This is an optimization exercise on Yosys and OpenROAD, whose aim is small area, a short achievable clock period and few clock cycles per item, not a production implementation.
RTL that was checked went through simulation tests only; none was proved equivalent to the original.
No activity file was given, so power comes from the tool's default toggle rates.

==> job 3441 <==
// fir
module fir (
    input  wire        ap_clk,
    input  wire        ap_rst,
    input  wire        ap_start,
    output wire        ap_done,
    output wire        ap_idle,
    output wire        ap_ready,
    output wire [31:0] y,
    output wire        y_ap_vld,
    output wire [3:0]  c_address0,
    output wire        c_ce0,
    input  wire [31:0] c_q0,
    input  wire [31:0] x
);
==> flow/config.mk <==
export PLATFORM = sky130hd
export DESIGN_NAME = fir
export DESIGN_NICKNAME = fir
export VERILOG_FILES = /design/flow/design.v
export SDC_FILE = /design/flow/constraint.sdc
export NUM_CORES = 4
export LEC_CHECK = 0
export CAP_MARGIN = 20
export CORE_MARGIN = 2
export CORE_UTILIZATION = 60
export CTS_BUF_LIST = sky130_fd_sc_hd__clkbuf_8
export CTS_CLUSTER_DIAMETER = 60
export CTS_CLUSTER_SIZE = 16
export PLACE_DENSITY = 0.7
export SETUP_SLACK_MARGIN = 4.7
export SLEW_MARGIN = 20
==> flow/constraint.sdc <==
create_clock -name core_clock -period 8.5 [get_ports {ap_clk}]
set_input_delay 1.7000 -clock core_clock [delete_from_list [all_inputs] [get_ports {ap_clk}]]
set_output_delay 1.7000 -clock core_clock [all_outputs]
set_load 0.01 [all_outputs]
standard.sh (not shown) runs the stock make flow with config.mk's settings and CLKGATE_MAP_FILE= SYNTH_SCRIPT=/design/flow/synth_recipe.tcl, a recipe that flattens the netlist after the stock synthesis.
==> flow/flow/run.sh <==
#!/bin/bash
# Standard ORFS layout, with two changes:
#  1. after the standard synthesis, flow/polarity.py re-chooses the polarity of the full adders
#     and XOR gates to drop inverters (same function, same registers);
#  2. ports are buffered with buf_2 instead of the flow's default buffer.
set -euo pipefail
W=$(pwd)
R=$W/orfs/results/$FLOW_PLATFORM/fir/base
bash standard.sh "$R/1_2_yosys.v" > synth.log 2>&1
cp "$R/1_2_yosys.v" "$W/1_2_yosys_standard.v"
python3 flow/polarity.py "$W/1_2_yosys_standard.v" "$R/1_2_yosys.v" > polarity.log 2>&1
export BUFFER_PORTS_ARGS="-buffer_cell sky130_fd_sc_hd__buf_2"
bash standard.sh > layout.log 2>&1
Other scripts of this flow, unchanged in this note and not shown: flow/flow/polarity.py
==> inputs of job 5622, as changes to job 3441 <==
--- a/flow/config.mk
+++ b/flow/config.mk
@@ -7,5 +7,5 @@
 export LEC_CHECK = 0
-export CAP_MARGIN = 20
+export CAP_MARGIN = 5
 export CORE_MARGIN = 2
-export CORE_UTILIZATION = 60
+export CORE_UTILIZATION = 70
 export CTS_BUF_LIST = sky130_fd_sc_hd__clkbuf_8
@@ -13,4 +13,5 @@
 export CTS_CLUSTER_SIZE = 16
-export PLACE_DENSITY = 0.7
+export PLACE_DENSITY = 0.78
 export SETUP_SLACK_MARGIN = 4.7
-export SLEW_MARGIN = 20
+export SLEW_MARGIN = 5
+export TNS_END_PERCENT = 30
==> inputs of job 8392, as changes to job 3441 <==
--- a/flow/config.mk
+++ b/flow/config.mk
@@ -7,5 +7,5 @@
 export LEC_CHECK = 0
-export CAP_MARGIN = 20
+export CAP_MARGIN = 0
 export CORE_MARGIN = 2
-export CORE_UTILIZATION = 60
+export CORE_UTILIZATION = 72
 export CTS_BUF_LIST = sky130_fd_sc_hd__clkbuf_8
@@ -13,4 +13,5 @@
 export CTS_CLUSTER_SIZE = 16
-export PLACE_DENSITY = 0.7
+export PLACE_DENSITY = 0.8
 export SETUP_SLACK_MARGIN = 4.7
-export SLEW_MARGIN = 20
+export SLEW_MARGIN = 0
+export TNS_END_PERCENT = 10
==> flow_summary.toml <==
[run_status]
status = "complete, no violations"

[power]
switchingPower_w = 0.00130
powerSeq_w = 0.00243

[placement]
dpl_cell_area_um2 = 25000

[setup_path]
crit_path_top_delay_cell = "dfxtp_2"
r2r_slack_ns = 4.52
r2r_start = "c_reg[25]"

[detailed_routing]
drt-total-wl_mm = 66.3

[layout]
areaGrowthSynthToFinish_pct = 13.1
final_cell_mix = "dfxtp_1 (425), a22oi_1 (250), fa_1 (192)"
multi_input_area_um2 = 13800

[die]
tap_cells = 525

[timing]
worst_slack_ns = 4.52
Source of the figures above: job 3441

==> flow_summary.toml <==
[run_status]
status = "complete, no violations"

[timing]
worst_slack_ns = 4.51

[layout]
areaGrowthSynthToFinish_pct = 13.3
multi_input_area_um2 = 13800

[setup_path]
r2r_slack_ns = 4.51

[detailed_routing]
drt-total-wl_mm = 69.5

[power]
powerSeq_w = 0.00243

[die]
tap_cells = 442

[placement]
dpl_cell_area_um2 = 24900
Source of the figures above: job 8392

==> flow_summary.toml <==
[die]
tap_cells = 448

[power]
powerSeq_w = 0.00244
clk-power_w = 0.00124
switchingPower_w = 0.00128

[placement]
dpl_cell_area_um2 = 24900

[layout]
multi_input_area_um2 = 13800
areaGrowthSynthToFinish_pct = 12.6
final_cell_mix = "dfxtp_1 (424), a22oi_1 (253), fa_1 (187)"

[setup_path]
r2r_start = "c_reg[21]"
crit_path_top_delay_cell = "dfxtp_2"

[timing]
worst_slack_ns = 4.61

[run_status]
status = "complete, no violations"

[detailed_routing]
drt-total-wl_mm = 67.0
Source of the figures above: job 5622

No run of this note included a check of the RTL's function; only the layout flow was run.

==> run C: inputs <==
Another version of the RTL of fir (not shown whole).
clock: 8.5 ns
lec_check: 0
cap_margin: 20
core_margin: 2
core_utilization: 60
place_density: 0.7
setup_slack_margin: 4.3
slew_margin: 20
run.sh (not shown) runs the stock make flow with config.mk's settings and CLKGATE_MAP_FILE= SYNTH_SCRIPT=/design/flow/synth_recipe.tcl, a recipe that flattens the netlist after the stock synthesis.
Stock flow here: none of the scripts above is used.
==> run D (differences from run C) <==
--- a/flow/config.mk
+++ b/flow/config.mk
@@ -10,4 +10,7 @@
 export CORE_UTILIZATION = 60
+export CTS_BUF_LIST = sky130_fd_sc_hd__clkbuf_16
+export CTS_CLUSTER_DIAMETER = 80
+export CTS_CLUSTER_SIZE = 24
 export PLACE_DENSITY = 0.7
-export SETUP_SLACK_MARGIN = 4.3
+export SETUP_SLACK_MARGIN = 4.7
 export SLEW_MARGIN = 20
==> run X (differences from run C) <==
--- a/flow/config.mk
+++ b/flow/config.mk
@@ -11,3 +11,3 @@
 export PLACE_DENSITY = 0.7
-export SETUP_SLACK_MARGIN = 4.3
+export SETUP_SLACK_MARGIN = 4.7
 export SLEW_MARGIN = 20
==> summary.txt <==
	run X	run C	run D
Util after Layout	73.2%	69.7%	70.7%
Power drawn by the sequential cells	2.64 mW	2.64 mW	2.63 mW
Clock insertion delay at the later pin of the skew report	0.61 ns	0.60 ns	0.63 ns
Clock transition time at the flip-flop clock pins of the worst setup and hold paths	0.07 ns	0.06 ns	0.10 ns
Worst hold slack	0.315 ns	0.324 ns	0.308 ns
Via total after detailed routing	16600	16100	16200
Final worst path period share	46.0%	49.7%	46.2%
Leakage power	11.4 nW	10.9 nW	10.9 nW
Worst r2r path cells	14	15	16
Area of all placed cells without fillers	30000 um2	28500 um2	29000 um2
Count of non-filler cells in the finished layout	2846	2808	2792
Maximum ir drop on the vdd rail	0.213 mV	0.267 mV	0.217 mV
Placed cells	2715	2709	2715
Status	complete, no violations	complete, no violations	complete, no violations
Global-route usage over all layers	29.8%	28.9%	28.9%
Sequential cell area	10400 um2	10300 um2	10400 um2
Initial antenna violation count	3	0	2
Fraction of area in registers	34.6%	36.2%	35.8%
Reg power frac	45.1%	45.9%	53.2%
Min-delay src	ring[1][3]	ring[7][24]	ring[2][7]
Switching power share of the total	26.2%	25.8%	27.5%
DPL Wire Length	41.9 mm	43.3 mm	41.9 mm
Final-stage net count	2636	2602	2615
Placement-stage worst setup slack	3.91 ns	3.83 ns	3.91 ns
Testbench counts of run C, summed over its fixed seeds: cycles 24,000, items 1,600.
Testbench counts of run D, summed over its fixed seeds: cycles 24,000, items 1,600.
Testbench counts of run X, summed over its fixed seeds: cycles 24,000, items 1,600.

==> build 40 <==
fir, a different RTL version from the one above (not shown whole).
// fir
module fir (
    input  wire        ap_clk,
    input  wire        ap_rst,
    input  wire        ap_start,
    output wire        ap_done,
    output wire        ap_idle,
    output wire        ap_ready,
    output wire [31:0] y,
    output wire        y_ap_vld,
    output wire [3:0]  c_address0,
    output wire        c_ce0,
    input  wire [31:0] c_q0,
    input  wire [31:0] x
);
reg  [3:0]  cnt;       
reg  [3:0]  ph;        
reg  [3:0]  nvalid;    
reg         done_q;
reg         clr;       
reg  [31:0] ring [0:9];
reg  [31:0] c_reg;
reg  [15:0] bone, btwo, bneg;
reg  [31:0] acc_s, acc_c;
wire busy_rd = (cnt <= 4'd10);
wire ld_ring = (cnt >= 4'd1) && (cnt <= 4'd10);
assign ap_idle    = ~ap_start;
assign ap_done    = done_q;
assign ap_ready   = done_q;
assign y_ap_vld   = done_q;
assign c_ce0      = ap_start & busy_rd;
assign c_address0 = (cnt == 4'd10) ? 4'd0 : ((ph == 4'd9) ? 4'd1 : ph + 4'd2);
always @(posedge ap_clk) begin
    if (ap_rst) begin
        cnt    <= 4'd0;
        done_q <= 1'b0;
        clr    <= 1'b0;
        ph     <= 4'd0;
        nvalid <= 4'd0;
    end else begin
        if (cnt == 4'd0)
  ...
==> flow/config.mk <==
export PLATFORM = sky130hd
export DESIGN_NAME = fir
export DESIGN_NICKNAME = fir
export VERILOG_FILES = /design/flow/design.v
export SDC_FILE = /design/flow/constraint.sdc
export NUM_CORES = 4
export LEC_CHECK = 0
export ABC_CLOCK_PERIOD_IN_PS = 3500
export CAP_MARGIN = 20
export CORE_MARGIN = 2
export CORE_UTILIZATION = 55
export PLACE_DENSITY = 0.65
export SETUP_SLACK_MARGIN = 4.8
export SLEW_MARGIN = 20
==> flow/constraint.sdc <==
create_clock -name core_clock -period 8.5 [get_ports {ap_clk}]
set_input_delay 1.7000 -clock core_clock [delete_from_list [all_inputs] [get_ports {ap_clk}]]
set_output_delay 1.7000 -clock core_clock [all_outputs]
set_load 0.01 [all_outputs]
==> build 58 (differences from build 40) <==
--- a/flow/design.v
+++ b/flow/design.v
@@ -19,16 +19,18 @@
 reg         clr;       
 reg  [31:0] ring [0:9];
 reg  [31:0] c_reg;
 reg  [15:0] bone, btwo, bneg;
 reg  [31:0] acc_s, acc_c;
+reg  [31:0] y_q;
 wire busy_rd = (cnt <= 4'd10);
 wire ld_ring = (cnt >= 4'd1) && (cnt <= 4'd10);
 assign ap_idle    = ~ap_start;
 assign ap_done    = done_q;
 assign ap_ready   = done_q;
 assign y_ap_vld   = done_q;
+assign y          = y_q;
 assign c_ce0      = ap_start & busy_rd;
 assign c_address0 = (cnt == 4'd10) ? 4'd0 : ((ph == 4'd9) ? 4'd1 : ph + 4'd2);
 always @(posedge ap_clk) begin
     if (ap_rst) begin
         cnt    <= 4'd0;
@@ -37,15 +39,15 @@
         ph     <= 4'd0;
         nvalid <= 4'd0;
     end else begin
         if (cnt == 4'd0)
             cnt <= {3'd0, ap_start};
-        else if (cnt == 4'd13)
+        else if (cnt == 4'd14)
             cnt <= 4'd0;
         else
             cnt <= cnt + 4'd1;
-        done_q <= (cnt == 4'd12);
+        done_q <= (cnt == 4'd13);
         clr    <= (cnt == 4'd1);
         if (done_q) begin
             ph <= (ph >= 4'd8) ? ph - 4'd8 : ph + 4'd2;
             if (nvalid != 4'd10)
                 nvalid <= nvalid + 4'd1;
@@ -633,23 +635,11 @@
 wire s_542 = c_506 ^ s_541;
 wire s_543 = c_508 ^ s_542;
 wire s_544 = s_543 ^ c_510;
 wire [31:0] nxt_s = {s_544, c_480, c_450, c_420, c_392, c_364, c_338, c_312, c_288, c_264, c_242, c_220, c_200, c_180, c_162, c_144, c_128, c_112, c_98, c_84, c_72, c_60, c_50, c_40, c_32, c_24, c_18, c_12, c_8, c_4, c_2, pp0[0]};
 wire [31:0] nxt_c = {c_512, s_511, s_479, s_449, s_419, s_391, s_363, s_337, s_311, s_287, s_263, s_241, s_219, s_199, s_179, s_161, s_143, s_127, s_111, s_97, s_83, s_71, s_59, s_49, s_39, s_31, s_23, s_17, s_11, s_7, s_3, s_1};
-wire [31:0] kg0 = acc_s & acc_c;
-wire [31:0] kp0 = acc_s ^ acc_c;
-wire [31:0] kg1 = kg0 | (kp0 & {kg0[30:0], 1'b0});
-wire [31:0] kp1 = kp0 & {kp0[30:0], 1'b0};
-wire [31:0] kg2 = kg1 | (kp1 & {kg1[29:0], 2'b0});
-wire [31:0] kp2 = kp1 & {kp1[29:0], 2'b0};
-wire [31:0] kg3 = kg2 | (kp2 & {kg2[27:0], 4'b0});
-wire [31:0] kp3 = kp2 & {kp2[27:0], 4'b0};
-wire [31:0] kg4 = kg3 | (kp3 & {kg3[23:0], 8'b0});
-wire [31:0] kp4 = kp3 & {kp3[23:0], 8'b0};
-wire [31:0] kg5 = kg4 | (kp4 & {kg4[15:0], 16'b0});
-wire [31:0] kp5 = kp4 & {kp4[15:0], 16'b0};
-assign y = kp0 ^ {kg5[30:0], 1'b0};
 always @(posedge ap_clk) begin
     acc_s <= nxt_s;
     acc_c <= nxt_c;
+    y_q   <= acc_s + acc_c;
 end
 endmodule
ABC_CLOCK_PERIOD_IN_PS = unset   (was 3500)
CORE_UTILIZATION = 60   (was 55)
CTS_BUF_LIST = sky130_fd_sc_hd__clkbuf_8   (was unset)
CTS_CLUSTER_DIAMETER = 60   (was unset)
CTS_CLUSTER_SIZE = 16   (was unset)
PLACE_DENSITY = 0.7   (was 0.65)
SETUP_SLACK_MARGIN = 4.7   (was 4.8)
==> summary.txt <==
Build 40 passed the timing, DRC and antenna checks. Build 58 ran to the end with no violations. Cell count: build 40 is higher than build 58 (about 4.6%). In build 58 the combinational power is lower than in build 40, by about 20%. Between build 58 and build 40, the lower clock skew is in build 40 (gap 0.025 ns). Count of clock-buffer cells in the layout: build 40 is higher than build 58 (13). Against build 40, the synthesized cell count of build 58 is higher by about 1.4%. Between build 58 and build 40, the lower first-iteration DRC count is in build 58 (gap about 3%, measured against build 40). Against build 58, the die area of build 40 is larger by 5.8%. Of build 58 and build 40, build 40 has the higher utilization (gap 0.55 points).
Testbench counts of build 58, summed over its fixed seeds: cycles 24,000, items 1,600.
No functional check of the RTL was part of build 40.

==> port drivers added, routing unchanged <==
No port has a modelled driver above. Below, the same layouts with a new extraction and two added sets of constraints.
Step 1 (the two cells are an assumption about what drives the block):
set clk [get_ports {ap_clk}]
set_driving_cell -lib_cell sky130_fd_sc_hd__clkbuf_16 $clk
set_driving_cell -lib_cell sky130_fd_sc_hd__buf_2 [delete_from_list [all_inputs] $clk]
Step 2 moves the port delays by t, midway between the first and last clock arrival at a register: inputs arrive t later, outputs are due t later. That takes back most of the time a late clock gives input paths.
a / b / c = ideal ports / drivers / drivers and shift; a / b = the first two.
run	shift t [ns]	slack for setup (ns)	slew at the worst register clock pin (ns)	worst slew at a driven data input, ns
job 3441	0.683	4.525 / 4.525 / 4.525	0.10 / 0.10	0.06
job 5622	0.652	4.614 / 4.614 / 4.614	0.11 / 0.11	0.06
job 8392	0.665	4.509 / 4.509 / 4.509	0.10 / 0.10	0.05
run C	0.644	4.278 / 4.278 / 4.278	0.07 / 0.07	0.06
run D	0.667	4.573 / 4.573 / 4.573	0.10 / 0.10	0.09
run X	0.637	4.587 / 4.587 / 4.587	0.07 / 0.07	0.09
build 40	0.620	3.586 / 3.530 / 4.150	0.07 / 0.07	0.07
build 58	0.693	4.613 / 4.613 / 4.613	0.10 / 0.10	0.09
After both steps setup and hold are still met in every run listed.
